This is an optimization exercise on Yosys and OpenROAD, whose aim is small area, not a production implementation. Where RTL was checked, it was by simulation tests only, not by an equivalence proof against the original. The RTL of run 2 was laid out without a check of its function. Power and IR drop assume default switching activity.

==> design/flow/design.v <==
module Game_trinity (SW, B1, B2, CLK, RST, LED, HEX0, HEX1, HEX2, HEX3, HEX4, HEX5);
input [9:0] SW;
input B1, CLK, B2, RST;
output reg [0:6] HEX0, HEX1, HEX2, HEX3, HEX4, HEX5;
output reg [9:0] LED;
localparam [12:0] R_R = 13'd2365, R_L = 13'd2353, R_T = 13'd3929, R_M = 13'd7037;
localparam [11:0] T_R = 12'd1125, T_L = 12'd1639, T_T = 12'd2921, T_M = 12'd2554;
localparam [8:0]  G_R = 9'd447, G_L = 9'd171, G_T = 9'd197, G_M = 9'd302;
reg [12:0] rdiv;
reg [11:0] tdiv;
reg [8:0]  gdiv;
wire rtick = ((rdiv ^ R_T) & R_M) == 13'd0;
wire ttick = ((tdiv ^ T_T) & T_M) == 12'd0;
wire gtick = ((gdiv ^ G_T) & G_M) == 9'd0;
always @(posedge CLK)
	if (RST) rdiv <= R_R;
	else if (rtick) rdiv <= R_L;
	else rdiv <= {rdiv[11:0], rdiv[12] ^ rdiv[9]};
always @(posedge CLK)
	if (RST) tdiv <= T_R;
	else if (ttick) tdiv <= T_L;
	else tdiv <= {tdiv[10:0], tdiv[11] ^ tdiv[10]};
always @(posedge CLK)
	if (RST) gdiv <= G_R;
	else if (gtick) gdiv <= G_L;
	else gdiv <= {gdiv[7:0], gdiv[8] ^ gdiv[1]};
localparam [1:0] S0 = 2'd0, S1 = 2'd1, S2 = 2'd2, S3 = 2'd3;
reg [1:0] PS, NS;
reg [1:0] diff;			 
reg [3:0] score, Hs1, Hs2, Hs3, Hs4;
reg [3:0] count;		 
reg [4:0] A;			 
reg [3:0] H;			 
reg [1:0] dV;			 
reg [2:0] XA, XB, XC, XD, XE, XF;	 
reg W;
wire idle = (PS == S0);
wire play = (PS == S1);
localparam [2:0] T_I = 3'd0, T_F = 3'd1, T_1 = 3'd2, T_2 = 3'd3, T_3 = 3'd4, T_4 = 3'd5, T_5 = 3'd6, T_O = 3'd7;
localparam [2:0] C_I = 3'd0, C_F = 3'd1, C_1 = 3'd2, C_2 = 3'd3, C_3 = 3'd4, C_4 = 3'd5, C_5 = 3'd6, C_O = 3'd7;
localparam [2:0] K_I = 3'd0, K_1 = 3'd1, K_2 = 3'd2, K_3 = 3'd3, K_4 = 3'd4, K_5 = 3'd5, K_O = 3'd6;
function [2:0] pulse_c;
	input [2:0] s;
	input x;
	case (s)
	C_I: pulse_c = x ? C_F : C_I;
	C_F: pulse_c = x ? C_2 : C_1;
	C_1: pulse_c = x ? C_2 : C_1;
	C_2: pulse_c = x ? C_3 : C_2;
	C_3: pulse_c = x ? C_4 : C_3;
	C_4: pulse_c = x ? C_5 : C_4;
	C_5: pulse_c = x ? C_O : C_5;
	default: pulse_c = x ? C_O : C_I;
	endcase
endfunction
function [2:0] pulse_t;
	input [2:0] s;
	input x, t;
	case (s)
	T_I: pulse_t = (t & x) ? T_F : T_I;
	T_F: pulse_t = T_1;
	T_1: pulse_t = (t & x) ? T_2 : T_1;
	T_2: pulse_t = (t & x) ? T_3 : T_2;
	T_3: pulse_t = (t & x) ? T_4 : T_3;
	T_4: pulse_t = (t & x) ? T_5 : T_4;
	T_5: pulse_t = (t & x) ? T_O : T_5;
	default: pulse_t = (t & ~x) ? T_I : T_O;
	endcase
endfunction
function [2:0] pulse_k;
	input [2:0] s;
	input x;
	if (!x) pulse_k = K_I;
	else case (s)
	K_I: pulse_k = K_1;
	K_1: pulse_k = K_2;
	K_2: pulse_k = K_3;
	K_3: pulse_k = K_4;
	K_4: pulse_k = K_5;
	default: pulse_k = K_O;
	endcase
endfunction
reg [2:0] cst;			 
reg [2:0] sst;			 
reg [2:0] mst;			 
reg [2:0] wa, wb, wc, wd, we, wf;	 
wire cp = (cst != K_I) & (cst != K_O);
wire srise = (sst == C_F);
wire mrise = (mst == C_F);
wire [3:0] H0n =
	(A == 5'd1) ? 4'd1 :
	(A == 5'd2) ? 4'd2 :
	(A == 5'd3) ? 4'd3 :
	(A == 5'd4) ? 4'd4 :
	(A == 5'd5) ? 4'd5 :
	(A == 5'd6) ? 4'd6 :
	(A == 5'd7) ? 4'd7 :
	(A == 5'd8) ? 4'd8 :
	(A == 5'd9) ? 4'd9 :
	(A == 5'd10) ? 4'd0 :
	(A == 5'd11) ? 4'd1 :
	(A == 5'd12) ? 4'd2 :
	(A == 5'd13) ? 4'd3 :
	(A == 5'd14) ? 4'd4 :
	(A == 5'd15) ? 4'd5 :
	(A == 5'd16) ? 4'd0 :
	(A == 5'd17) ? 4'd1 :
	(A == 5'd18) ? 4'd2 :
	(A == 5'd19) ? 4'd3 :
	(A == 5'd20) ? 4'd9 :
	(A == 5'd21) ? 4'd1 :
	(A == 5'd22) ? 4'd2 :
	(A == 5'd23) ? 4'd4 :
	(A == 5'd24) ? 4'd1 :
	(A == 5'd25) ? 4'd3 :
	(A == 5'd26) ? 4'd9 :
	(A == 5'd27) ? 4'd2 :
	(A == 5'd28) ? 4'd3 :
	(A == 5'd29) ? 4'd2 :
	(A == 5'd30) ? 4'd3 :
	(A == 5'd31) ? 4'd3 :
	4'd0;
always @(posedge CLK)
	if (RST) begin A <= 5'b10000; H <= 4'd0; dV <= 2'd0; end
	else if (rtick) begin
		A <= {A[2] ^ A[0], A[4:1]};
		if (!play) H <= H0n;
		dV <= (diff == 2'd0) ? 2'd0 : (diff == 2'd1) ? 2'd1 : (diff == 2'd2) ? 2'd2 : 2'd3;
	end
wire [17:0] V =
	({dV, H} == 6'd0) ? 18'o000123 :
	({dV, H} == 6'd1) ? 18'o000132 :
	({dV, H} == 6'd2) ? 18'o000213 :
	({dV, H} == 6'd3) ? 18'o000231 :
	({dV, H} == 6'd4) ? 18'o000321 :
	({dV, H} == 6'd5) ? 18'o000312 :
	({dV, H} == 6'd6) ? 18'o000312 :
	({dV, H} == 6'd7) ? 18'o000132 :
	({dV, H} == 6'd8) ? 18'o000213 :
	({dV, H} == 6'd9) ? 18'o000231 :
	({dV, H} == 6'd16) ? 18'o003421 :
	({dV, H} == 6'd17) ? 18'o001234 :
	({dV, H} == 6'd18) ? 18'o001342 :
	({dV, H} == 6'd19) ? 18'o001432 :
	({dV, H} == 6'd20) ? 18'o002413 :
	({dV, H} == 6'd21) ? 18'o002143 :
	({dV, H} == 6'd22) ? 18'o003124 :
	({dV, H} == 6'd23) ? 18'o003214 :
	({dV, H} == 6'd24) ? 18'o004321 :
	({dV, H} == 6'd25) ? 18'o004213 :
	({dV, H} == 6'd32) ? 18'o012345 :
	({dV, H} == 6'd33) ? 18'o014532 :
	({dV, H} == 6'd34) ? 18'o025143 :
	({dV, H} == 6'd35) ? 18'o021354 :
	({dV, H} == 6'd36) ? 18'o032145 :
	({dV, H} == 6'd37) ? 18'o035241 :
	({dV, H} == 6'd38) ? 18'o042513 :
	({dV, H} == 6'd39) ? 18'o043125 :
	({dV, H} == 6'd40) ? 18'o054312 :
	({dV, H} == 6'd41) ? 18'o051243 :
	({dV, H} == 6'd48) ? 18'o124365 :
	({dV, H} == 6'd49) ? 18'o231546 :
	({dV, H} == 6'd50) ? 18'o254631 :
	({dV, H} == 6'd51) ? 18'o342156 :
	({dV, H} == 6'd52) ? 18'o364521 :
	({dV, H} == 6'd53) ? 18'o465312 :
	({dV, H} == 6'd54) ? 18'o412536 :
	({dV, H} == 6'd55) ? 18'o541236 :
	({dV, H} == 6'd56) ? 18'o654321 :
	({dV, H} == 6'd57) ? 18'o621345 :
	18'o000000;
always @(posedge CLK)
	if (RST) count <= 4'd0;
	else if (ttick) begin
		case (count)
		4'd0: count <= play ? {diff[1] & diff[0], diff[1] ^ diff[0], ~diff[0], 1'b0} : 4'd0;
		4'd1: count <= 4'd0;
		4'd2: count <= 4'd1;
		4'd3: count <= 4'd2;
		4'd4: count <= 4'd3;
		4'd5: count <= 4'd4;
		4'd6: count <= 4'd5;
		4'd7: count <= 4'd6;
		default: count <= 4'd7;
		endcase
	end
always @(*) begin
	LED[0] = |count;
	LED[1] = count[3] | count[2] | count[1];
	LED[2] = count[3] | count[2] | (count[1] & count[0]);
	LED[3] = count[3] | count[2];
	LED[4] = count[3] | (count[2] & (count[1] | count[0]));
	LED[5] = count[3] | (count[2] & count[1]);
	LED[6] = count[3] | (count[2] & count[1] & count[0]);
	LED[7] = count[3];
	LED[8] = 1'b0;
	LED[9] = 1'b0;
end
always @(posedge CLK)
	if (RST) begin wa <= T_I; wb <= T_I; wc <= T_I; wd <= T_I; we <= T_I; wf <= T_I; end
	else begin
		wa <= pulse_t(wa, SW[0], gtick);
		wb <= pulse_t(wb, SW[1], gtick);
		wc <= pulse_t(wc, SW[2], gtick);
		wd <= pulse_t(wd, SW[3], gtick);
		we <= pulse_t(we, SW[4], gtick);
		wf <= pulse_t(wf, SW[5], gtick);
	end
wire [5:0] b2 = {XF[2], XE[2], XD[2], XC[2], XB[2], XA[2]};
wire [5:0] b1 = {XF[1], XE[1], XD[1], XC[1], XB[1], XA[1]};
wire [5:0] b0 = {XF[0], XE[0], XD[0], XC[0], XB[0], XA[0]};
wire m2 = |b2;
wire [5:0] c2 = m2 ? b2 : 6'h3F;
wire [5:0] t1 = c2 & b1;
wire m1 = |t1;
wire [5:0] c1 = m1 ? t1 : c2;
wire [5:0] t0 = c1 & b0;
wire m0 = |t0;
wire [5:0] c0 = m0 ? t0 : c1;
wire multi = (c0[0] & (|c0[5:1])) | (c0[1] & (|c0[5:2])) | (c0[2] & (|c0[5:3])) | (c0[3] & (|c0[5:4])) | (c0[4] & c0[5]);
wire [2:0] Y = multi ? XA : {m2, m1, m0};
wire [2:0] Y1 = {Y[2] ^ (Y[1] & Y[0]), Y[1] ^ Y[0], ~Y[0]};
always @(posedge CLK)
	if (RST | idle) begin XA <= 0; XB <= 0; XC <= 0; XD <= 0; XE <= 0; XF <= 0; end
	else begin
		if (wa == T_F) XA <= Y1;
		if (wb == T_F) XB <= Y1;
		if (wc == T_F) XC <= Y1;
		if (wd == T_F) XD <= Y1;
		if (we == T_F) XE <= Y1;
		if (wf == T_F) XF <= Y1;
	end
wire match = ({XF, XE, XD, XC, XB, XA} == V);
always @(posedge CLK)
	if (RST) begin cst <= K_I; sst <= C_I; mst <= C_I; end
	else begin
		cst <= pulse_k(cst, count == 4'd0);
		sst <= pulse_c(sst, (PS == S2) | (PS == S3));
		mst <= pulse_c(mst, match);
	end
always @(posedge CLK)
	if (RST | idle) W <= 1'b0;
	else if (mrise & (count != 4'd0)) W <= 1'b1;
always @(posedge CLK)
	if (RST) diff <= 2'd0;
	else if (score == 4'd0 & idle) diff <= SW[7:6];
reg [3:0] best;
always @(*)
	case (diff)
	2'd0: best = Hs1;
	2'd1: best = Hs2;
	2'd2: best = Hs3;
	default: best = Hs4;
	endcase
wire best_gt = (best[3] & ~score[3]) |
	(~(best[3] ^ score[3]) & ((best[2] & ~score[2]) |
	(~(best[2] ^ score[2]) & ((best[1] & ~score[1]) |
	(~(best[1] ^ score[1]) & best[0] & ~score[0])))));
wire lose = (PS == S3);
wire hs_we = srise & lose & ~best_gt;
wire [3:0] score_inc = {score[3] ^ (score[2] & score[1] & score[0]), score[2] ^ (score[1] & score[0]), score[1] ^ score[0], ~score[0]};
always @(posedge CLK)
	if (RST) begin score <= 4'd0; Hs1 <= 4'd0; Hs2 <= 4'd0; Hs3 <= 4'd0; Hs4 <= 4'd0; end
	else begin
		if (srise) score <= lose ? 4'd0 : score_inc;
		if (hs_we & (diff == 2'd0)) Hs1 <= score;
		if (hs_we & (diff == 2'd1)) Hs2 <= score;
		if (hs_we & (diff == 2'd2)) Hs3 <= score;
		if (hs_we & (diff == 2'd3)) Hs4 <= score;
	end
always @(*)
	case (PS)
	S0: NS = (!B1 & !W) ? S1 : S0;
	S1: NS = cp ? S3 : (W ? S2 : S1);
	default: NS = (SW[5:0] == 6'd0 & count == 4'd0) ? S0 : PS;
	endcase
always @(posedge CLK)
	if (RST) PS <= S0;
	else PS <= NS;
function [0:6] seg;
	input [3:0] v;
	seg =
		(v == 4'd0) ? 7'h01 :
		(v == 4'd1) ? 7'h4F :
		(v == 4'd2) ? 7'h12 :
		(v == 4'd3) ? 7'h06 :
		(v == 4'd4) ? 7'h4C :
		(v == 4'd5) ? 7'h24 :
		(v == 4'd6) ? 7'h20 :
		(v == 4'd7) ? 7'h0F :
		(v == 4'd8) ? 7'h00 :
		(v == 4'd9) ? 7'h04 :
		7'h7F;
endfunction
function [0:6] seg3;
	input [2:0] v;
	seg3 =
		(v == 3'd0) ? 7'h01 :
		(v == 3'd1) ? 7'h4F :
		(v == 3'd2) ? 7'h12 :
		(v == 3'd3) ? 7'h06 :
		(v == 3'd4) ? 7'h4C :
		(v == 3'd5) ? 7'h24 :
		(v == 3'd6) ? 7'h20 :
		7'h0F;
endfunction
reg [3:0] read;
always @(*)
	case (SW[9:8])
	2'd0: read = Hs1;
	2'd1: read = Hs2;
	2'd2: read = Hs3;
	default: read = Hs4;
	endcase
always @(*)
	case (PS)
	S0: begin
		HEX0 = 7'h7E; HEX1 = 7'h7E; HEX2 = 7'h7E; HEX4 = 7'h7E;
		if (B2) begin HEX3 = 7'h7E; HEX5 = seg(score); end
		else begin HEX3 = seg(read); HEX5 = 7'h42; end
	end
	S1: begin
		HEX0 = seg3(V[2:0]);
		HEX1 = seg3(V[5:3]);
		HEX2 = seg3(V[8:6]);
		HEX3 = seg3(V[11:9]);
		HEX4 = seg3(V[14:12]);
		HEX5 = seg3(V[17:15]);
	end
	S2: begin
		HEX0 = 7'h3F; HEX1 = 7'h3F; HEX2 = 7'h3F; HEX3 = 7'h3F; HEX4 = 7'h3F; HEX5 = 7'h3F;
	end
	default: begin
		HEX0 = 7'h77; HEX1 = 7'h77; HEX2 = 7'h77; HEX3 = 7'h77; HEX4 = 7'h77; HEX5 = 7'h77;
	end
	endcase
endmodule
==> design/flow/flow/run.sh <==
#!/bin/bash
# Standard synthesis, then the combinational logic re-mapped for area (registers untouched,
# proven equivalent), then the standard layout with the smallest buffer cell on the ports and
# a clock tree of small buffers without dummy loads.
set -euo pipefail
YOSYS=$FLOW_HOME/../tools/install/yosys/bin/yosys
R=orfs/results/$FLOW_PLATFORM/Game_trinity/base
export RESYN_LIB=$FLOW_HOME/platforms/$FLOW_PLATFORM/lib/sky130_fd_sc_hd__tt_025C_1v80.lib
export RESYN_TOP=$FLOW_TOP RESYN_IN=$PWD/resyn_in.v RESYN_OUT=$PWD/resyn_out.v RESYN_SCRIPT=$PWD/flow/resyn.abc

bash standard.sh synth > 1_standard_synth.log 2>&1
cp $R/1_2_yosys.v resyn_in.v
$YOSYS -c flow/resyn.tcl > 2_resyn.log 2>&1
$YOSYS -c flow/eqchk.tcl > 3_resyn_equiv.log 2>&1
cp resyn_out.v $R/1_2_yosys.v
rm -f $R/1_synth.odb $R/1_synth.sdc
bash standard.sh finish \
  BUFFER_PORTS_ARGS="-buffer_cell sky130_fd_sc_hd__buf_1" \
  CTS_ARGS="-sink_clustering_enable -repair_clock_nets -sink_clustering_size 32 -sink_clustering_max_diameter 200 -buf_list sky130_fd_sc_hd__clkbuf_4 -root_buf sky130_fd_sc_hd__clkbuf_8 -dont_use_dummy_load" \
  > 4_standard_finish.log 2>&1
==> design/flow/flow/eqchk.tcl <==
# Prove the re-mapped netlist equivalent to the standard synthesis netlist (same registers).
yosys -import
read_liberty -ignore_miss_func $::env(RESYN_LIB)
read_verilog $::env(RESYN_IN)
yosys rename $::env(RESYN_TOP) gold
read_verilog $::env(RESYN_OUT)
yosys rename $::env(RESYN_TOP) gate
hierarchy -check
flatten
yosys rename -hide gold/w:_* gate/w:_*
opt_clean
equiv_make gold gate equiv
hierarchy -top equiv
equiv_simple -seq 1
equiv_induct
equiv_status -assert
==> design/flow/flow/resyn.abc <==
strash
&get -n
&deepsyn -T 60
&put
dch -f
amap
topo
==> design/flow/flow/resyn.tcl <==
# Re-map the combinational logic of the standard synthesis netlist with a stronger
# area-oriented ABC script. The flip-flop instances (names, cells, Q nets) are kept as they are.
yosys -import
set lib $::env(RESYN_LIB)
read_liberty -ignore_miss_func $lib
read_verilog $::env(RESYN_IN)
hierarchy -top $::env(RESYN_TOP)
foreach ff [list sky130_fd_sc_hd__dfxtp_1 sky130_fd_sc_hd__dfxtp_2 sky130_fd_sc_hd__dfxtp_4] {
  setattr -mod -set keep_hierarchy 1 $ff
}
yosys rename -hide c:_*
flatten
opt_clean -purge
stat
abc -liberty $lib -script $::env(RESYN_SCRIPT) -dont_use *lpflow* -dont_use *probe*
opt_clean -purge
hilomap -singleton -hicell sky130_fd_sc_hd__conb_1 HI -locell sky130_fd_sc_hd__conb_1 LO
splitnets
insbuf -buf sky130_fd_sc_hd__buf_1 A X
opt_clean -purge
stat -liberty $lib
select -module $::env(RESYN_TOP)
write_verilog -noexpr -noattr -nohex -nodec -selected $::env(RESYN_OUT)
==> design/flow/standard.sh <==
#!/bin/bash
# synth_recipe.tcl (not shown) runs the flow's synth.tcl, then flattens the netlist and writes it again
# the make line also repeats each setting of config.mk as NAME=value (left out here)
make -C /OpenROAD-flow-scripts/flow DESIGN_CONFIG=/design/flow/config.mk WORK_HOME=/design/flow/orfs CLKGATE_MAP_FILE= SYNTH_SCRIPT=/design/flow/synth_recipe.tcl "${@:-finish}"
==> design/flow/config.mk <==
export PLATFORM = sky130hd
export DESIGN_NAME = Game_trinity
export DESIGN_NICKNAME = Game_trinity
export VERILOG_FILES = /design/flow/design.v
export SDC_FILE = /design/flow/constraint.sdc
export NUM_CORES = 4
export LEC_CHECK = 0
export ABC_AREA = 1
export CAP_MARGIN = 20
export CORE_MARGIN = 2
export CORE_UTILIZATION = 55
export GPL_TIMING_DRIVEN = 0
export PLACE_DENSITY = 0.65
export SLEW_MARGIN = 20
==> design/flow/constraint.sdc <==
create_clock -name core_clock -period 10.0 [get_ports {CLK}]
set_input_delay 2.0000 -clock core_clock [delete_from_list [all_inputs] [get_ports {CLK}]]
set_output_delay 2.0000 -clock core_clock [all_outputs]
set_load 0.01 [all_outputs]
==> results.txt, run 1 <==
Worst Path Class, Setup reg2out; largest net degree at the start of global routing 44; HPWL Detailed 14960 µm; die height 111.2 µm; DRC 0; grt ovf 0; first-pass GRT wire length 32280 µm; post-CTS sizing 0; gr busiest metal met2; syn avg cell area 6.921 µm²; die width 111.2 µm; Layout Skew 0.03813 ns; max cap viols 0; initial antenna violation count 0; met1 global-route usage 0.4047; die area 12360 µm²; Final Worst Setup Slack 3.600 ns; via count 7089; Tcrit/Tclk final 0.6400; Slowest-stage cell, CP nor2_1; post-route antenna net violation count 0; Critical Path, Cell by Cell clkinv_1, nor2_1, clkinv_1, nor2_1, nor2_1, a31oi_1, nor2_1, a21oi_1, a31oi_1, o21ai_0, clkinv_1, nor2_1, nor2_1, nor2_1, buf_1; CTS tree built; Layout Nets 1010; P per Cell Area 123.1 nW/µm²; worst hold path class reg2reg; total track usage 0.3192; Clock Latency Late Sink 0.43 ns; Hold Path End rdiv[8]; reg2reg setup slack 4.82 ns; DR vias/cell 6.235; Std-Cell Rows 39; endpoints failing hold 0; WP buf/inv 4; cell mode on critical path nor2_1; Critical Path Sink Type primary output; fin. max-slew vios 0; Post-Route WL 19880 µm; Synth Instances 913; RD Place Congestion 1.016; maximum net fanout on the critical path 10; Worst R2R Path Depth 16; min Tclk post-route 6.400 ns; RSZ-0062 raised after global routing false; Syn Std Cell Area 6319 µm²; CTS clk-pin slew, worst paths 0.09 ns; proportion of layout cells with a drive suffix above 1 0.01811; # clock sinks 119; Num CTS Buffers 17; global routing usage on met3 0.05960; number of global-route vias before repair 6653; CTS max path bufs 2; DR WL/cell 17.49 µm; starting density of the core 0.5581; final setup fails 0; hold path depth 1; Hold-fix buffers, CTS 0; Area Overhead vs Synth 8.792%; H-tree depth 4; Worst R2R Start dV[1]; core region area 11320 µm²; Ports 66; Peak Freq 0.1562 GHz; required time of the critical path 8.00 ns; DRT Pass-1 Iters 9; DP Worst Slack 3.733 ns; run status no timing/DRC/antenna violations; met2 usage 0.5244; synth warn 1; Slew HR 0.2824; 1st-iter DRT viols 692; CP max stage delay 0.54 ns; Inserted Diodes 0; Post-CTS Setup Inserts 0; worst r2r dst mst[1]; setup TNS 0 ns; Worst EP arrival 4.40 ns; Peak supply drop 0.1328 mV; leakage power 2.311 nW; clock root buffer clkbuf_8; Slew @ Worst Pin 1.068 ns; delay-heaviest family, CP simple AND/OR/NAND/NOR gates; crit path launch type flop; worst hold start rdiv[7]; IO Port Bufs 63; Fillers 1069
## flip-flops by register name, indices dropped and copies added, names as in the netlist, 4 cells and up
register / cells
gdiv: 9
rdiv: 13
score: 4
H: 4
A: 5
count: 4
Hs2: 4
Hs3: 4
Hs1: 4
Hs4: 4
tdiv: 12
## metrics by stage
stage	hold slack (ns)	utilization	power [W]	instance area [µm²]	instances
after floorplan	0.3844	-	0.0005734	6322	914
after global placement	0.3912	0.5952	0.0006155	6738	1120
after detailed placement	0.3989	0.5953	0.0006186	6739	1120
after CTS	0.4164	0.6071	0.0008499	6873	1137
after global routing	0.4289	0.6072	0.0008801	6874	1137
final	0.4148	0.6072	0.0008461	6874	1137
## cell usage in the layout (no fill, tap or decap), drive strengths merged, types with 10 or more instances in the layout
master / count
clkbuf: 17
nor2: 185
o22ai: 69
nand3: 13
nor3: 41
o21ai: 53
dfxtp: 119
clkinv: 147
or3: 20
a21oi: 46
o221ai: 10
buf: 66
a31oi: 13
a211oi: 11
nand2: 78
## worst max path at each step
stage / from / endpoint / depth (start not counted)
global route: dV[1] / HEX3[0] / 15
finish: dV[1] / HEX3[0] / 15
CTS: SW[8] / HEX3[0] / 16
floorplan: SW[8] / HEX3[0] / 14
global placement: SW[8] / HEX3[0] / 16
detailed placement: SW[8] / HEX3[0] / 16
## metal layers
| layer | part of all wire | up-vias | wire length [µm] |
|---|---|---|---|
| li1 | - | 3407 | - |
| met1 | 0.42 | 3242 | 8405 |
| met2 | 0.46 | 371 | 9085 |
| met3 | 0.081 | 69 | 1613 |
| met4 | 0.039 | 0 | 779 |
| met5 | 0 | - | 0 |
## report_power, final
part	internal, W	total, W	switching (W)
combinational	0.0000349	0.000115	0.0000797
clock	0.0000832	0.000236	0.000153
sequential	0.000485	0.000495	0.00000994
total	0.000603	0.000846	0.000243
## layout make-up
cell class	count	area [µm²]	area share
multi-input combinational	645	3378	0.4914
inverter	147	551.8	0.08027
buffer	3	11.26	0.001638
sequential	119	2382	0.3466
timing repair buffer	63	237.7	0.03458
tap	143	178.9	0.02603
clock buffer	17	133.9	0.01948
==> inputs of run 2 (changes only) <==
--- a/design/flow/design.v
+++ b/design/flow/design.v
@@ -312,26 +312,44 @@
 	2'd2: read = Hs3;
 	default: read = Hs4;
 	endcase
+function [0:6] sym;
+	input [3:0] v;
+	sym =
+		(v == 4'd0) ? 7'h01 :
+		(v == 4'd1) ? 7'h4F :
+		(v == 4'd2) ? 7'h12 :
+		(v == 4'd3) ? 7'h06 :
+		(v == 4'd4) ? 7'h4C :
+		(v == 4'd5) ? 7'h24 :
+		(v == 4'd6) ? 7'h20 :
+		(v == 4'd7) ? 7'h0F :
+		(v == 4'd8) ? 7'h00 :
+		(v == 4'd9) ? 7'h04 :
+		(v == 4'd11) ? 7'h7E :
+		(v == 4'd12) ? 7'h3F :
+		(v == 4'd13) ? 7'h77 :
+		(v == 4'd14) ? 7'h42 :
+		7'h7F;
+endfunction
+wire [3:0] ssym = (score[3] & (score[2] | score[1])) ? 4'd10 : score;
+wire [3:0] rsym = (read[3] & (read[2] | read[1])) ? 4'd10 : read;
+reg [3:0] y0, y1, y2, y3, y4, y5;
 always @(*)
 	case (PS)
 	S0: begin
-		HEX0 = 7'h7E; HEX1 = 7'h7E; HEX2 = 7'h7E; HEX4 = 7'h7E;
-		if (B2) begin HEX3 = 7'h7E; HEX5 = seg(score); end
-		else begin HEX3 = seg(read); HEX5 = 7'h42; end
+		y0 = 4'd11; y1 = 4'd11; y2 = 4'd11; y4 = 4'd11;
+		y3 = B2 ? 4'd11 : rsym;
+		y5 = B2 ? ssym : 4'd14;
 	end
 	S1: begin
-		HEX0 = seg3(V[2:0]);
-		HEX1 = seg3(V[5:3]);
-		HEX2 = seg3(V[8:6]);
-		HEX3 = seg3(V[11:9]);
-		HEX4 = seg3(V[14:12]);
-		HEX5 = seg3(V[17:15]);
-	end
-	S2: begin
-		HEX0 = 7'h3F; HEX1 = 7'h3F; HEX2 = 7'h3F; HEX3 = 7'h3F; HEX4 = 7'h3F; HEX5 = 7'h3F;
-	end
-	default: begin
-		HEX0 = 7'h77; HEX1 = 7'h77; HEX2 = 7'h77; HEX3 = 7'h77; HEX4 = 7'h77; HEX5 = 7'h77;
+		y0 = {1'b0, V[2:0]}; y1 = {1'b0, V[5:3]}; y2 = {1'b0, V[8:6]};
+		y3 = {1'b0, V[11:9]}; y4 = {1'b0, V[14:12]}; y5 = {1'b0, V[17:15]};
 	end
+	S2: begin y0 = 4'd12; y1 = 4'd12; y2 = 4'd12; y3 = 4'd12; y4 = 4'd12; y5 = 4'd12; end
+	default: begin y0 = 4'd13; y1 = 4'd13; y2 = 4'd13; y3 = 4'd13; y4 = 4'd13; y5 = 4'd13; end
 	endcase
+always @(*) begin
+	HEX0 = sym(y0); HEX1 = sym(y1); HEX2 = sym(y2);
+	HEX3 = sym(y3); HEX4 = sym(y4); HEX5 = sym(y5);
+end
 endmodule
==> design/flow/flow/run.sh (replaced) <==
#!/bin/bash
# Standard synthesis; then the combinational logic re-mapped for area by ABC (three seeds of
# the same script run side by side; the smallest netlist is kept), registers untouched and the
# result proven equivalent to the standard netlist; then the standard layout, with the smallest
# buffer cell on the ports and a clock tree of small buffers without dummy loads.
set -euo pipefail
YOSYS=$FLOW_HOME/../tools/install/yosys/bin/yosys
R=orfs/results/$FLOW_PLATFORM/Game_trinity/base
export RESYN_LIB=$FLOW_HOME/platforms/$FLOW_PLATFORM/lib/sky130_fd_sc_hd__tt_025C_1v80.lib
export RESYN_TOP=$FLOW_TOP RESYN_IN=$PWD/resyn_in.v

bash standard.sh synth > 1_standard_synth.log 2>&1
cp $R/1_2_yosys.v resyn_in.v
for s in 1 2 3; do
  RESYN_SCRIPT=$PWD/flow/resyn$s.abc RESYN_OUT=$PWD/resyn_out$s.v $YOSYS -c flow/resyn.tcl > 2_resyn$s.log 2>&1 &
done
wait
best=""; bestarea=""
for s in 1 2 3; do
  a=$(grep "Chip area for top module" 2_resyn$s.log | awk '{print $NF}' || true)
  if [[ -n "$a" && -s resyn_out$s.v ]]; then
    if [[ -z "$best" ]] || awk -v a="$a" -v b="$bestarea" 'BEGIN{exit !(a<b)}'; then best=$s; bestarea=$a; fi
  fi
done
echo "kept seed $best, area $bestarea" > 2_resyn_choice.log
cp resyn_out$best.v resyn_out.v
RESYN_OUT=$PWD/resyn_out.v $YOSYS -c flow/eqchk.tcl > 3_resyn_equiv.log 2>&1
cp resyn_out.v $R/1_2_yosys.v
rm -f $R/1_synth.odb $R/1_synth.sdc
bash standard.sh finish \
  BUFFER_PORTS_ARGS="-buffer_cell sky130_fd_sc_hd__buf_1" \
  CTS_ARGS="-sink_clustering_enable -repair_clock_nets -sink_clustering_size 32 -sink_clustering_max_diameter 200 -buf_list sky130_fd_sc_hd__clkbuf_4 -root_buf sky130_fd_sc_hd__clkbuf_8 -dont_use_dummy_load" \
  > 4_standard_finish.log 2>&1
==> design/flow/flow/resyn1.abc (new file) <==
strash
&get -n
&deepsyn -T 40 -S 1
&put
dch -f
amap
strash
&get -n
&deepsyn -T 40 -S 1
&put
dch -f
amap
topo
==> design/flow/flow/resyn2.abc (new file) <==
strash
&get -n
&deepsyn -T 40 -S 2
&put
dch -f
amap
strash
&get -n
&deepsyn -T 40 -S 2
&put
dch -f
amap
topo
==> design/flow/flow/resyn3.abc (new file) <==
strash
&get -n
&deepsyn -T 40 -S 3
&put
dch -f
amap
strash
&get -n
&deepsyn -T 40 -S 3
&put
dch -f
amap
topo
--- a/design/flow/config.mk
+++ b/design/flow/config.mk
@@ -8,7 +8,7 @@
 export ABC_AREA = 1
 export CAP_MARGIN = 20
 export CORE_MARGIN = 2
-export CORE_UTILIZATION = 55
+export CORE_UTILIZATION = 45
 export GPL_TIMING_DRIVEN = 0
-export PLACE_DENSITY = 0.65
+export PLACE_DENSITY = 0.6
 export SLEW_MARGIN = 20
removed: design/flow/flow/resyn.abc
==> run 2 against run 1 <==
Against the previous run: critical path type unchanged; highest routed layer unchanged; design area shrank 1.6%; clock skew grew 0.011 ns; fmax shrank 8.7%; clock power shrank 3%; flip-flop and latch count is the same; still clean on timing, DRC and antenna; non-clock buffer count grew 1; sequential share of layout area grew 0.56 points; setup slack lost 0.61 ns; final cell count shrank 1.8%; first-iteration DRC count shrank 12%; sequential power is essentially flat.
==> results.txt, run 2 <==
grt ovf 0; die width 120.7 µm; min Tclk post-route 7.010 ns; Std-Cell Rows 42; synth warn 1; syn avg cell area 7.146 µm²; via count 6682; die height 120.7 µm; Num CTS Buffers 17; CTS clk-pin slew, worst paths 0.11 ns; fin. max-slew vios 0; Synth Instances 858; setup TNS 0 ns; proportion of layout cells with a drive suffix above 1 0.02234; max reg flops 13; most common cell after layout, fill and taps aside nor2_1; RSZ-0062 raised after global routing false; Slowest-stage cell, CP dfxtp_1; H-tree depth 4; final setup fails 0; CP max stage delay 0.50 ns; Peak supply drop 0.1025 mV; Peak Freq 0.1427 GHz; Post-Route WL 18530 µm; crit path launch type flop; RD Place Congestion 0.9986; Clock Latency Late Sink 0.42 ns; Fin Hold WS 0.4140 ns; required time of the critical path 8.00 ns; DRC 0; clock root buffer clkbuf_8; Inserted Diodes 0; largest net degree at the start of global routing 39; endpoints failing hold 0; post-route antenna net violation count 0; Hold-fix buffers, CTS 0; Worst EP arrival 5.01 ns; Area Overhead vs Synth 10.35%; worst r2r dst mst[1]; starting density of the core 0.4611; Worst R2R Path Depth 18; DR WL/cell 16.60 µm; crit path from dV[1]; DRT Pass-1 Iters 5; Crit path depth 17; # clock sinks 119; WP buf/inv 5; Ports 66; Worst R2R Start dV[1]; Critical Path, Cell by Cell clkinv_1, nor2_1, clkinv_1, nor2_1, clkinv_1, nor2_1, nor2_1, o32ai_1, o2111ai_1, o21ai_0, clkinv_1, o21ai_0, nand2_1, o21bai_1, o21ai_0, o21ai_0, buf_1; Critical Path Sink Type primary output; post-CTS sizing 0; Top Registers rdiv x13, tdiv x12, gdiv x9; total track usage 0.2562; reg2reg setup slack 4.74 ns; max cap viols 0; leakage power 2.236 nW; Slew @ Worst Pin 1.146 ns; Top reg by flops rdiv; Worst Path Class, Setup reg2out; CTS tree built; number of global-route vias before repair 6151; Slew HR 0.2261; worst hold path class reg2reg; Syn Std Cell Area 6131 µm²; Post-CTS Setup Inserts 0; P per Cell Area 127.7 nW/µm²; Layout Skew 0.04883 ns; Core Util, Final 0.5088; DR vias/cell 5.987; worst hold start gdiv[4]; core region area 13300 µm²; cell area after layout 6765 µm²; run status no timing/DRC/antenna violations; Layout Nets 956; die area 14570 µm²; 1st-iter DRT viols 607; CTS max path bufs 2; first-pass GRT wire length 29980 µm; delay-heaviest family, CP compound AO/OA/AOI/OAI gates; most frequent cells in the layout nor2_1 (136), clkinv_1 (129), dfxtp_1 (119); HPWL Detailed 14040 µm; DP Area 6601 µm²; critical path endpoint HEX3[0]; Tcrit/Tclk final 0.7010; IO Port Bufs 63; maximum net fanout on the critical path 8; initial antenna violation count 0
-- run 2: worst min path at each step --
stage / to / slack [ns] / cells after the start
after floorplan: gdiv[1] / 0.38 / 1
after global placement: gdiv[5] / 0.39 / 1
after detailed placement: gdiv[1] / 0.39 / 1
after CTS: gdiv[5] / 0.42 / 1
after global routing: gdiv[7] / 0.45 / 1
final: gdiv[5] / 0.41 / 1
-- run 2: layer usage --
layer	wire, µm	track usage	vias up	part of all wire
met3	1259	0.04623	50	0.068
li1	-	-	3263	-
met1	8345	0.3359	3062	0.45
met2	8348	0.4138	307	0.45
met5	0	0	-	0
met4	573	0.1090	0	0.031
-- run 2: layout make-up --
| cell class | count | area, µm² |
|---|---|---|
| plain buffers | 3 | 11.26 |
| clock buffers | 17 | 133.9 |
| fillers | 1351 | 6530 |
| inverters | 129 | 484.2 |
| multi-input cells | 608 | 3268 |
| flip-flops and latches | 119 | 2382 |
| well taps | 176 | 220.2 |
| repair buffers | 64 | 265.3 |
-- run 2: metrics by stage --
stage,total power (W),cells,setup slack [ns]
6_report,0.0008642,1116,2.990
5_1_grt,0.0009108,1116,2.553
4_1_cts,0.0008712,1115,3.215
3_5_place_dp,0.0006452,1098,3.292
3_3_place_gp,0.0006409,1098,3.379
2_1_floorplan,0.0005925,859,4.070
-- run 2: where the power goes --
| group | internal [W] | switching, W | leakage (nW) |
|---|---|---|---|
| clock | 0.0000830 | 0.000144 | 0.0808 |
| combinational | 0.0000448 | 0.0000966 | 1.19 |
| sequential | 0.000485 | 0.00000991 | 0.969 |
==> inputs of run 3 (changes only) <==
--- a/design/flow/design.v
+++ b/design/flow/design.v
@@ -277,33 +277,6 @@
 always @(posedge CLK)
 	if (RST) PS <= S0;
 	else PS <= NS;
-function [0:6] seg;
-	input [3:0] v;
-	seg =
-		(v == 4'd0) ? 7'h01 :
-		(v == 4'd1) ? 7'h4F :
-		(v == 4'd2) ? 7'h12 :
-		(v == 4'd3) ? 7'h06 :
-		(v == 4'd4) ? 7'h4C :
-		(v == 4'd5) ? 7'h24 :
-		(v == 4'd6) ? 7'h20 :
-		(v == 4'd7) ? 7'h0F :
-		(v == 4'd8) ? 7'h00 :
-		(v == 4'd9) ? 7'h04 :
-		7'h7F;
-endfunction
-function [0:6] seg3;
-	input [2:0] v;
-	seg3 =
-		(v == 3'd0) ? 7'h01 :
-		(v == 3'd1) ? 7'h4F :
-		(v == 3'd2) ? 7'h12 :
-		(v == 3'd3) ? 7'h06 :
-		(v == 3'd4) ? 7'h4C :
-		(v == 3'd5) ? 7'h24 :
-		(v == 3'd6) ? 7'h20 :
-		7'h0F;
-endfunction
 reg [3:0] read;
 always @(*)
 	case (SW[9:8])
==> run 3 against run 2 <==
Against the previous run: critical path type unchanged; count of clock-buffer cells in the layout unchanged; hold slack unchanged; via count unchanged; global-route usage unchanged; sequential share of layout area unchanged.
==> results.txt, run 3 <==
die height 120.7 µm; Ports 66; CTS clk-pin slew, worst paths 0.11 ns; Worst Path Class, Setup reg2out; clock root buffer clkbuf_8; 1st-iter DRT viols 607; Layout Nets 956; starting density of the core 0.4611; crit path from dV[1]; DRC 0; # clock sinks 119; proportion of layout cells with a drive suffix above 1 0.02234; largest net degree at the start of global routing 39; most frequent cells in the layout nor2_1 (136), clkinv_1 (129), dfxtp_1 (119); die area 14570 µm²; Worst R2R Start dV[1]; leakage power 2.236 nW; Num CTS Buffers 17; Worst EP arrival 5.01 ns; post-route antenna net violation count 0; number of global-route vias before repair 6151; most common cell after layout, fill and taps aside nor2_1; worst hold start gdiv[4]; Hold Path End gdiv[5]; setup TNS 0 ns; endpoints failing hold 0; core region area 13300 µm²; worst hold path class reg2reg; Area Overhead vs Synth 10.35%; Top reg by flops rdiv; Post-CTS Setup Inserts 0; Syn Std Cell Area 6131 µm²; crit path launch type flop; Slew @ Worst Pin 1.146 ns; P per Cell Area 127.7 nW/µm²; initial antenna violation count 0; fin. max-slew vios 0; Clock Latency Late Sink 0.42 ns; IO Port Bufs 63; DRT Pass-1 Iters 5; Peak supply drop 0.1025 mV; reg2reg setup slack 4.74 ns; DP Worst Slack 3.292 ns; HPWL Detailed 14040 µm; hold path depth 1; Critical Path Sink Type primary output; Core Util, Final 0.5088; max reg flops 13; first-pass GRT wire length 29980 µm; final setup fails 0; grt ovf 0; total track usage 0.2562; Peak Freq 0.1427 GHz; worst r2r dst mst[1]; Slew HR 0.2261; Final Worst Setup Slack 2.990 ns; DR WL/cell 16.60 µm; Worst R2R Path Depth 18; RD Place Congestion 0.9986; Post-Route WL 18530 µm; synth warn 1; via count 6682; Inserted Diodes 0; CTS tree built; post-CTS sizing 0; required time of the critical path 8.00 ns; Tcrit/Tclk final 0.7010; Synth Instances 858; RSZ-0062 raised after global routing false; CTS max path bufs 2; DR vias/cell 5.987; run status no timing/DRC/antenna violations; H-tree depth 4; Std-Cell Rows 42; placed insts 1098; Hold-fix buffers, CTS 0; Top Registers rdiv x13, tdiv x12, gdiv x9; max cap viols 0; min Tclk post-route 7.010 ns; die width 120.7 µm; maximum net fanout on the critical path 8; Fillers 1351; Final Non-Filler Cells 1116; syn avg cell area 7.146 µm²; Layout Skew 0.04883 ns
run 3: worst max-delay path by stage:
stage	to	slack, ns
global placement	HEX3[0]	3.38
CTS	HEX3[0]	3.21
finish	HEX3[0]	2.99
global route	HEX3[0]	2.55
floorplan	HEX3[0]	4.07
detailed placement	HEX3[0]	3.29
run 3: final cells by class:
class | count | area (µm²) | area share
flip-flops and latches | 119 | 2382 | 0.3521
clock buffers | 17 | 133.9 | 0.01979
plain buffers | 3 | 11.26 | 0.001665
inverters | 129 | 484.2 | 0.07157
well taps | 176 | 220.2 | 0.03255
repair buffers | 64 | 265.3 | 0.03921
multi-input cells | 608 | 3268 | 0.4831
run 3: per-stage QoR:
step / cell area (µm²) / total power [W] / hold WS [ns]
after floorplan: 6135 / 0.0005925 / 0.3844
after global placement: 6591 / 0.0006409 / 0.3857
after detailed placement: 6601 / 0.0006452 / 0.3898
after CTS: 6735 / 0.0008712 / 0.4223
after global routing: 6765 / 0.0009108 / 0.4457
final: 6765 / 0.0008642 / 0.4140
run 3: critical path, cell delays in order (launching register included):
cell	delay (ns)
dfxtp_1	0.50
clkinv_1	0.34
nor2_1	0.30
clkinv_1	0.32
nor2_1	0.35
clkinv_1	0.26
nor2_1	0.27
nor2_1	0.11
o32ai_1	0.22
o2111ai_1	0.36
o21ai_0	0.42
clkinv_1	0.17
o21ai_0	0.24
nand2_1	0.10
o21bai_1	0.20
o21ai_0	0.14
o21ai_0	0.16
buf_1	0.17
run 3: where the power goes:
| group | leakage, nW | total [W] | switching, W | internal, W |
|---|---|---|---|---|
| logic | 1.19 | 0.000141 | 0.0000966 | 0.0000448 |
| clock network | 0.0808 | 0.000228 | 0.000144 | 0.0000830 |
| registers | 0.969 | 0.000495 | 0.00000991 | 0.000485 |
| total | 2.24 | 0.000864 | 0.000251 | 0.000613 |
run 3: routing by layer:
metal,vias to the layer above,global-route usage,part of all wire
li1,3263,-,-
met1,3062,0.3359,0.45
met2,307,0.4138,0.45
met3,50,0.04623,0.068
met4,0,0.1090,0.031
met5,-,0,0
==> inputs of run 4 (changes only) <==
--- a/design/flow/design.v
+++ b/design/flow/design.v
@@ -36,7 +36,7 @@
 reg W;
 wire idle = (PS == S0);
 wire play = (PS == S1);
-localparam [2:0] T_I = 3'd0, T_F = 3'd1, T_1 = 3'd2, T_2 = 3'd3, T_3 = 3'd4, T_4 = 3'd5, T_5 = 3'd6, T_O = 3'd7;
+localparam [2:0] T_I = 3'd0, T_F = 3'd1, T_1 = 3'd3, T_2 = 3'd2, T_3 = 3'd6, T_4 = 3'd7, T_5 = 3'd5, T_O = 3'd4;
 localparam [2:0] C_I = 3'd0, C_F = 3'd1, C_1 = 3'd2, C_2 = 3'd3, C_3 = 3'd4, C_4 = 3'd5, C_5 = 3'd6, C_O = 3'd7;
 localparam [2:0] K_I = 3'd0, K_1 = 3'd1, K_2 = 3'd2, K_3 = 3'd3, K_4 = 3'd4, K_5 = 3'd5, K_O = 3'd6;
 function [2:0] pulse_c;
--- a/design/flow/flow/resyn.tcl
+++ b/design/flow/flow/resyn.tcl
@@ -5,9 +5,8 @@
 read_liberty -ignore_miss_func $lib
 read_verilog $::env(RESYN_IN)
 hierarchy -top $::env(RESYN_TOP)
-foreach ff [list sky130_fd_sc_hd__dfxtp_1 sky130_fd_sc_hd__dfxtp_2 sky130_fd_sc_hd__dfxtp_4] {
-  setattr -mod -set keep_hierarchy 1 $ff
-}
+# every sequential cell stays an instance of its own (flip-flops: *df*, latches: *dl*)
+setattr -mod -set keep_hierarchy 1 sky130_fd_sc_hd__*df* sky130_fd_sc_hd__*dl*
 yosys rename -hide c:_*
 flatten
 opt_clean -purge
==> run 4 against run 3 <==
Against the previous run: clock power about the same; final cell count about the same; register-to-register slack better by 0.06 ns; hold slack better by 0.0049 ns; synthesized area down 1.1%; critical path depth down 4; synthesized cell count up 0.12%; die area down 1.1%; first-iteration DRC count down 13%; largest power group unchanged.
==> results.txt, run 4 <==
largest net degree at the start of global routing 39; most frequent cells in the layout nor2_1 (154), clkinv_1 (129), dfxtp_1 (119); total track usage 0.2583; max layer used met4; max cap viols 0; endpoints failing hold 0; clock root buffer clkbuf_8; die height 120.1 µm; CP max stage delay 0.85 ns; required time of the critical path 8.00 ns; Top reg by flops rdiv; Layout Nets 957; via count 6598; CTS max path bufs 2; CTS clk-pin slew, worst paths 0.09 ns; Worst R2R Path Depth 13; Tcrit/Tclk final 0.7154; Hold-fix buffers, CTS 0; Slowest-stage cell, CP a2111oi_1; worst r2r dst mst[1]; cell area after layout 6671 µm²; first-pass GRT wire length 29680 µm; Worst Path Class, Setup reg2out; 1st-iter DRT viols 526; Std-Cell Rows 42; Slew HR 0.2372; Inserted Diodes 0; Num CTS Buffers 17; core region area 13190 µm²; Slew @ Worst Pin 1.134 ns; syn avg cell area 7.059 µm²; Ports 66; Post-CTS Setup Inserts 0; initial antenna violation count 0; CTS tree built; P per Cell Area 132.5 nW/µm²; worst hold path class reg2reg; grt ovf 0; Syn Std Cell Area 6063 µm²; hold path depth 1; crit path from H[1]; RD Place Congestion 0.9389; DR vias/cell 5.907; Final Worst Setup Slack 2.846 ns; number of global-route vias before repair 6158; synth warn 1; DP Worst Slack 3.342 ns; setup TNS 0 ns; total chip power 0.0008841 W; Layout Skew 0.04875 ns; Clock Latency Late Sink 0.42 ns; post-route antenna net violation count 0; Critical Path, Cell by Cell clkinv_1, nand3_1, nor2_1, clkinv_1, o32ai_1, or3_1, a2111oi_1, nor3_1, nor4_1, clkinv_1, a211oi_1, nor2_1, buf_1; die width 120.1 µm; Area Overhead vs Synth 10.03%; worst hold start tdiv[9]; DRC 0; die area 14420 µm²; Post-Route WL 18350 µm; Top Registers rdiv x13, tdiv x12, gdiv x9; min Tclk post-route 7.154 ns; met1 WL 7846 µm; # clock sinks 119; Peak supply drop 0.1171 mV; DP Area 6531 µm²; crit path launch type flop; Synth Instances 859; Peak Freq 0.1398 GHz; RSZ-0062 raised after global routing false; fin. max-slew vios 0; Hold Path End tdiv[10]; metal2 WL 8666 µm; leakage power 2.332 nW; met3 WL 1304 µm; Worst R2R Start H[1]; max reg flops 13; starting density of the core 0.4597; DRT Pass-1 Iters 8; DR WL/cell 16.43 µm; IO Port Bufs 63; proportion of layout cells with a drive suffix above 1 0.02019; Fillers 1344; cell mode on critical path clkinv_1; maximum net fanout on the critical path 13; HPWL Detailed 14190 µm; H-tree depth 4; reg2reg setup slack 4.80 ns; final setup fails 0; run status no timing/DRC/antenna violations; Critical Path Sink Type primary output; post-CTS sizing 0; most common cell after layout, fill and taps aside nor2_1; Core Util, Final 0.5058; Worst EP arrival 5.15 ns
-- run 4: worst max-delay path, delay by kind of cell (launching register included) --
family          cells  cell delay, ns
compound gates      3            1.33
buf+inv             4            0.99
flops               1            0.51
simple gates        6            1.95
-- run 4: final cells by class --
class | count | area [µm²] | share of cell area
multi-input cells | 609 | 3198 | 0.4794
flip-flops and latches | 119 | 2382 | 0.3571
inverters | 129 | 484.2 | 0.07258
repair buffers | 64 | 241.5 | 0.03620
well taps | 176 | 220.2 | 0.03301
clock buffers | 17 | 133.9 | 0.02007
plain buffers | 3 | 11.26 | 0.001688
-- run 4: stage by stage --
stage / instances / hold slack [ns]
3_5_place_dp: 1100 / 0.3931
5_1_grt: 1117 / 0.4366
3_3_place_gp: 1099 / 0.3862
2_1_floorplan: 860 / 0.3844
4_1_cts: 1117 / 0.4232
6_report: 1117 / 0.4188
-- run 4: metal layers --
metal	GRT usage	vias up
li1	-	3223
met1	0.3198	3051
met2	0.4336	278
met3	0.05894	46
met4	0.1037	0
met5	0	-
-- run 4: worst max path at each step --
stage                     endpoint  slack (ns)
after floorplan            HEX3[0]        4.08
after global placement     HEX4[0]        2.97
after detailed placement   HEX4[0]        3.34
after CTS                  HEX4[0]        2.91
after global routing       HEX4[0]        2.45
final                      HEX4[0]        2.85
-- run 4: report_power, final --
group / switching (W) / internal (W)
registers: 0.00000908 / 0.000485
logic: 0.000112 / 0.0000498
clock network: 0.000145 / 0.0000830

static timing again, ports no longer ideal:
The flow's constraints put no driver on any port. The routed layouts listed below were extracted and timed again, unchanged, in two steps. Step 1 (the two cells are an assumption about what drives the block):
set clk [get_ports {CLK}]
set_driving_cell -lib_cell sky130_fd_sc_hd__clkbuf_16 $clk
set_driving_cell -lib_cell sky130_fd_sc_hd__buf_2 [delete_from_list [all_inputs] $clk]
Step 2 moves the port delays by t, midway between the first and last clock arrival at a register: inputs arrive t later, outputs are due t later. That takes back most of the time a late clock gives input paths. Slacks: ideal / step 1 / step 2; pairs: ideal / step 1.
| run | t (ns) | slack for setup (ns) | worst setup path after step 2 | clock arrival spread, ns |
|---|---|---|---|---|
| run 1 | 0.444 | 3.600 / 3.563 / 3.590 | input to output | 0.046 / 0.046 |
| run 2 | 0.428 | 2.990 / 2.953 / 3.180 | input to output | 0.052 / 0.052 |
| run 3 | 0.428 | 2.990 / 2.953 / 3.180 | input to output | 0.052 / 0.052 |
| run 4 | 0.435 | 2.846 / 2.809 / 3.244 | register to output | 0.049 / 0.049 |
After both steps setup and hold are still met in every run listed. The setup slack of run 1, which loses most, moves by -0.037 ns with the drivers and by -0.010 ns with both steps.
